Context: an optimization exercise on an open-source flow, tuned for small area, a short achievable clock period and few clock cycles per item. The choices shown serve that exercise and are no tape-out recipe.
Only simulation tests tie the RTL to the original design; equivalence was not proved.

==> flow/design.v <==
module huffman(clk, reset, gray_valid, gray_data, CNT_valid, CNT1, CNT2, CNT3, CNT4, CNT5, CNT6,
               code_valid, HC1, HC2, HC3, HC4, HC5, HC6, M1, M2, M3, M4, M5, M6);
input clk;
input reset;
input gray_valid;
input [7:0] gray_data;
output CNT_valid;
output [7:0] CNT1, CNT2, CNT3, CNT4, CNT5, CNT6;
output reg code_valid;
output [7:0] HC1, HC2, HC3, HC4, HC5, HC6;
output [7:0] M1, M2, M3, M4, M5, M6;
reg        gv1;          
reg        run;          
reg  [3:0] tc;           
reg  [7:0] w [0:5];      
reg  [5:0] m [0:5];      
reg  [4:0] r [1:6];      
assign CNT1 = w[5]; assign CNT2 = w[0]; assign CNT3 = w[1];
assign CNT4 = w[2]; assign CNT5 = w[3]; assign CNT6 = w[4];
assign CNT_valid = gv1 & ~gray_valid;
wire go      = run | CNT_valid;
wire step    = go & (~tc[3] | (tc[2:0] < 3'd5));    
wire combine = (tc > 4'd4) & tc[0] & (tc != 4'd13);
wire [4:0] uns;
assign uns[0] = tc < 4'd4;
assign uns[1] = tc < 4'd3;
assign uns[2] = tc < 4'd2;
assign uns[3] = tc < 4'd1;
assign uns[4] = 1'b0;
function lt8(input [7:0] a, input [7:0] b);   
  reg [7:0] l, g;
  reg [3:0] l1, g1;
  reg [1:0] l2, g2;
  integer j;
  begin
    l = ~a & b;
    g = a & ~b;
    for (j = 0; j < 4; j = j + 1) begin
      l1[j] = l[2*j+1] | ~g[2*j+1] & l[2*j];
      g1[j] = g[2*j+1] | ~l[2*j+1] & g[2*j];
    end
    for (j = 0; j < 2; j = j + 1) begin
      l2[j] = l1[2*j+1] | ~g1[2*j+1] & l1[2*j];
      g2[j] = g1[2*j+1] | ~l1[2*j+1] & g1[2*j];
    end
    lt8 = l2[1] | ~g2[1] & l2[0];
  end
endfunction
wire [5:1] lt;
genvar gi;
generate for (gi = 1; gi < 6; gi = gi + 1) begin : g_lt
  assign lt[gi] = lt8(w[gi], w[0]);
end endgenerate
wire [4:0] c = uns | lt;
wire [7:0] sum = w[0] + w[1];
reg  [7:0] wsel;
always @* begin
  case (gray_data[2:0])
    3'd1: wsel = w[5];
    3'd2: wsel = w[0];
    3'd3: wsel = w[1];
    3'd4: wsel = w[2];
    3'd5: wsel = w[3];
    default: wsel = w[4];
  endcase
end
wire [7:0] winc = wsel + 8'd1;
always @(posedge clk or posedge reset) begin
  if (reset) begin
    gv1 <= 1'b0; code_valid <= 1'b0;
    run <= 1'b0; tc <= 4'd0;
  end else begin
    gv1 <= gray_valid;
    if (CNT_valid) run <= 1'b1;
    if (step) tc <= tc + 4'd1;
    code_valid <= step & (tc == 4'd12);
  end
end
integer i;
always @(posedge clk) begin
  if (reset) begin
    for (i = 0; i < 6; i = i + 1) w[i] <= 8'd0;
  end else if (step) begin
    if (combine) begin
      w[0] <= sum;
      for (i = 1; i < 5; i = i + 1) w[i] <= w[i+1];
      w[5] <= 8'hff;
    end else begin
      for (i = 0; i < 5; i = i + 1)
        if (c[i]) w[i] <= w[i+1];
        else if (i == 0 || c[i-1]) w[i] <= w[0];
      if (c[4]) w[5] <= w[0];
    end
  end else if (gray_valid & ~run) begin
    for (i = 0; i < 5; i = i + 1)
      if (gray_data[2:0] == i + 2) w[i] <= winc;
    if (gray_data[2:0] == 3'd1) w[5] <= winc;
  end
end
always @* m[5] = ~(m[0] | m[1] | m[2] | m[3] | m[4]);
always @(posedge clk) begin
  if (reset) begin
    m[0] <= 6'b000010; m[1] <= 6'b000100; m[2] <= 6'b001000;
    m[3] <= 6'b010000; m[4] <= 6'b100000;
  end else if (step) begin
    if (combine) begin
      m[0] <= m[0] | m[1];
      for (i = 1; i < 5; i = i + 1) m[i] <= m[i+1];
    end else begin
      for (i = 0; i < 5; i = i + 1)
        if (c[i]) m[i] <= m[i+1];
        else if (i == 0 || c[i-1]) m[i] <= m[0];
    end
  end
end
function [4:0] lead(input [4:0] v);    
  lead = {v[4], v[3] & ~v[4], v[2] & ~|v[4:3], v[1] & ~|v[4:2], v[0] & ~|v[4:1]};
endfunction
function [4:0] add_bit(input [4:0] v, input b);   
  reg [4:0] l;
  begin
    l = lead(v);
    add_bit = (v & ~l) | (l & {5{b}}) | {l[3:0], 1'b0};
  end
endfunction
genvar k;
generate for (k = 1; k <= 6; k = k + 1) begin : g_lvl
  wire a = m[0][k-1];
  wire b = m[1][k-1];
  always @(posedge clk) begin
    if (reset) r[k] <= 5'b00001;
    else if (step & combine & (a | b)) r[k] <= add_bit(r[k], a);
  end
end endgenerate
function [7:0] mask_of(input [4:0] v);
  mask_of = {3'b000, |v[4], |v[4:3], |v[4:2], |v[4:1], 1'b1};   
endfunction
function [7:0] code_of(input [4:0] v, input b);
  code_of = {3'b000, v & ({1'b0, |v[4], |v[4:3], |v[4:2], |v[4:1]} | {5{b}})};
endfunction
assign M1 = mask_of(r[1]); assign HC1 = code_of(r[1], m[0][0]);
assign M2 = mask_of(r[2]); assign HC2 = code_of(r[2], m[0][1]);
assign M3 = mask_of(r[3]); assign HC3 = code_of(r[3], m[0][2]);
assign M4 = mask_of(r[4]); assign HC4 = code_of(r[4], m[0][3]);
assign M5 = mask_of(r[5]); assign HC5 = code_of(r[5], m[0][4]);
assign M6 = mask_of(r[6]); assign HC6 = code_of(r[6], m[0][5]);
endmodule
clock: 4.0 ns
lec_check: 0
abc_area: 1
cap_margin: 20
core_margin: 2
core_utilization: 40
cts_buf_list: sky130_fd_sc_hd__clkbuf_8
setup_slack_margin: 1.5
slew_margin: 20
standard.sh (not shown) runs the stock make flow with config.mk's settings and CLKGATE_MAP_FILE= SYNTH_SCRIPT=/design/flow/synth_recipe.tcl, a recipe that flattens the netlist after the stock synthesis.
==> flow/flow/run.sh <==
#!/bin/bash
# The standard layout (the standard.sh, which runs ORFS with the standard
# synthesis), except that the port buffers are the platform's smallest
# buffer instead of the delay cell buffer_ports picks by default. Every port
# still gets its own buffer. make's full output goes to standard.log here;
# ORFS keeps each step's log under orfs/logs.
set -euo pipefail
bash standard.sh "BUFFER_PORTS_ARGS=-buffer_cell sky130_fd_sc_hd__buf_1" finish > standard.log 2>&1
The first run finished clean.
Testbench counts at the start, summed over its fixed seeds: cycles 21,888, images 192.
Rerun with:
--- a/flow/design.v
+++ b/flow/design.v
@@ -3,22 +3,22 @@
 input clk;
 input reset;
 input gray_valid;
 input [7:0] gray_data;
-output CNT_valid;
+output reg CNT_valid;
 output [7:0] CNT1, CNT2, CNT3, CNT4, CNT5, CNT6;
 output reg code_valid;
 output [7:0] HC1, HC2, HC3, HC4, HC5, HC6;
 output [7:0] M1, M2, M3, M4, M5, M6;
-reg        gv1;          
+reg        pv;           
+reg  [2:0] pd;
 reg        run;          
 reg  [3:0] tc;           
 reg  [7:0] w [0:5];      
 reg  [5:0] m [0:5];      
 reg  [4:0] r [1:6];      
 assign CNT1 = w[5]; assign CNT2 = w[0]; assign CNT3 = w[1];
 assign CNT4 = w[2]; assign CNT5 = w[3]; assign CNT6 = w[4];
-assign CNT_valid = gv1 & ~gray_valid;
 wire go      = run | CNT_valid;
 wire step    = go & (~tc[3] | (tc[2:0] < 3'd5));    
 wire combine = (tc > 4'd4) & tc[0] & (tc != 4'd13);
 wire [4:0] uns;
@@ -54,9 +54,9 @@
 wire [4:0] c = uns | lt;
 wire [7:0] sum = w[0] + w[1];
 reg  [7:0] wsel;
 always @* begin
-  case (gray_data[2:0])
+  case (pd)
     3'd1: wsel = w[5];
     3'd2: wsel = w[0];
     3'd3: wsel = w[1];
     3'd4: wsel = w[2];
@@ -66,12 +66,14 @@
 end
 wire [7:0] winc = wsel + 8'd1;
 always @(posedge clk or posedge reset) begin
   if (reset) begin
-    gv1 <= 1'b0; code_valid <= 1'b0;
+    pv <= 1'b0; pd <= 3'd0; CNT_valid <= 1'b0; code_valid <= 1'b0;
     run <= 1'b0; tc <= 4'd0;
   end else begin
-    gv1 <= gray_valid;
+    pv <= gray_valid & ~run;
+    pd <= gray_data[2:0];
+    CNT_valid <= pv & ~gray_valid;
     if (CNT_valid) run <= 1'b1;
     if (step) tc <= tc + 4'd1;
     code_valid <= step & (tc == 4'd12);
   end
@@ -90,16 +92,16 @@
         if (c[i]) w[i] <= w[i+1];
         else if (i == 0 || c[i-1]) w[i] <= w[0];
       if (c[4]) w[5] <= w[0];
     end
-  end else if (gray_valid & ~run) begin
+  end else if (pv) begin
     for (i = 0; i < 5; i = i + 1)
-      if (gray_data[2:0] == i + 2) w[i] <= winc;
-    if (gray_data[2:0] == 3'd1) w[5] <= winc;
+      if (pd == i + 2) w[i] <= winc;
+    if (pd == 3'd1) w[5] <= winc;
   end
 end
 always @* m[5] = ~(m[0] | m[1] | m[2] | m[3] | m[4]);
-always @(posedge clk) begin
+always @(posedge clk or posedge reset) begin
   if (reset) begin
     m[0] <= 6'b000010; m[1] <= 6'b000100; m[2] <= 6'b001000;
     m[3] <= 6'b010000; m[4] <= 6'b100000;
   end else if (step) begin
@@ -126,9 +128,9 @@
 genvar k;
 generate for (k = 1; k <= 6; k = k + 1) begin : g_lvl
   wire a = m[0][k-1];
   wire b = m[1][k-1];
-  always @(posedge clk) begin
+  always @(posedge clk or posedge reset) begin
     if (reset) r[k] <= 5'b00001;
     else if (step & combine & (a | b)) r[k] <= add_bit(r[k], a);
   end
 end endgenerate
What happened:
- first-iteration DRC count drops by about 20%
- design area climbs by about 3%
- critical path depth falls by 7
- setup slack loses 0.043 ns
- worst hold slack is worse by 0.051 ns
- clock skew is about the same
Testbench counts after the change, summed over its fixed seeds: cycles 22,080, images 192.

-- port drivers added, routing unchanged --
Ports are ideal in the flow. The routed layouts listed here were re-timed in OpenROAD. Step 1 (the two cells are an assumption about what drives the block):
set clk [get_ports {clk}]
set_driving_cell -lib_cell sky130_fd_sc_hd__clkbuf_16 $clk
set_driving_cell -lib_cell sky130_fd_sc_hd__buf_2 [delete_from_list [all_inputs] $clk]
Step 2 times the ports against the registers' clock, not the clock port: input delays grow and output delays shrink by t, the midpoint of the rising clock arrivals with the driver on. Slacks: no drivers / after step 1 / after step 2; pairs: no drivers / after step 1.
run	t, ns	slack for setup (ns)	worst hold slack (ns)
the first run	0.502	1.621 / 1.626 / 1.124	0.470 / 0.470 / 0.470
the second run	0.502	1.579 / 1.561 / 1.579	0.419 / 0.419 / 0.419
After both steps every run listed still meets setup and hold. The setup slack of the first run, which loses most, moves by +0.005 ns with the drivers and by -0.497 ns with both steps.
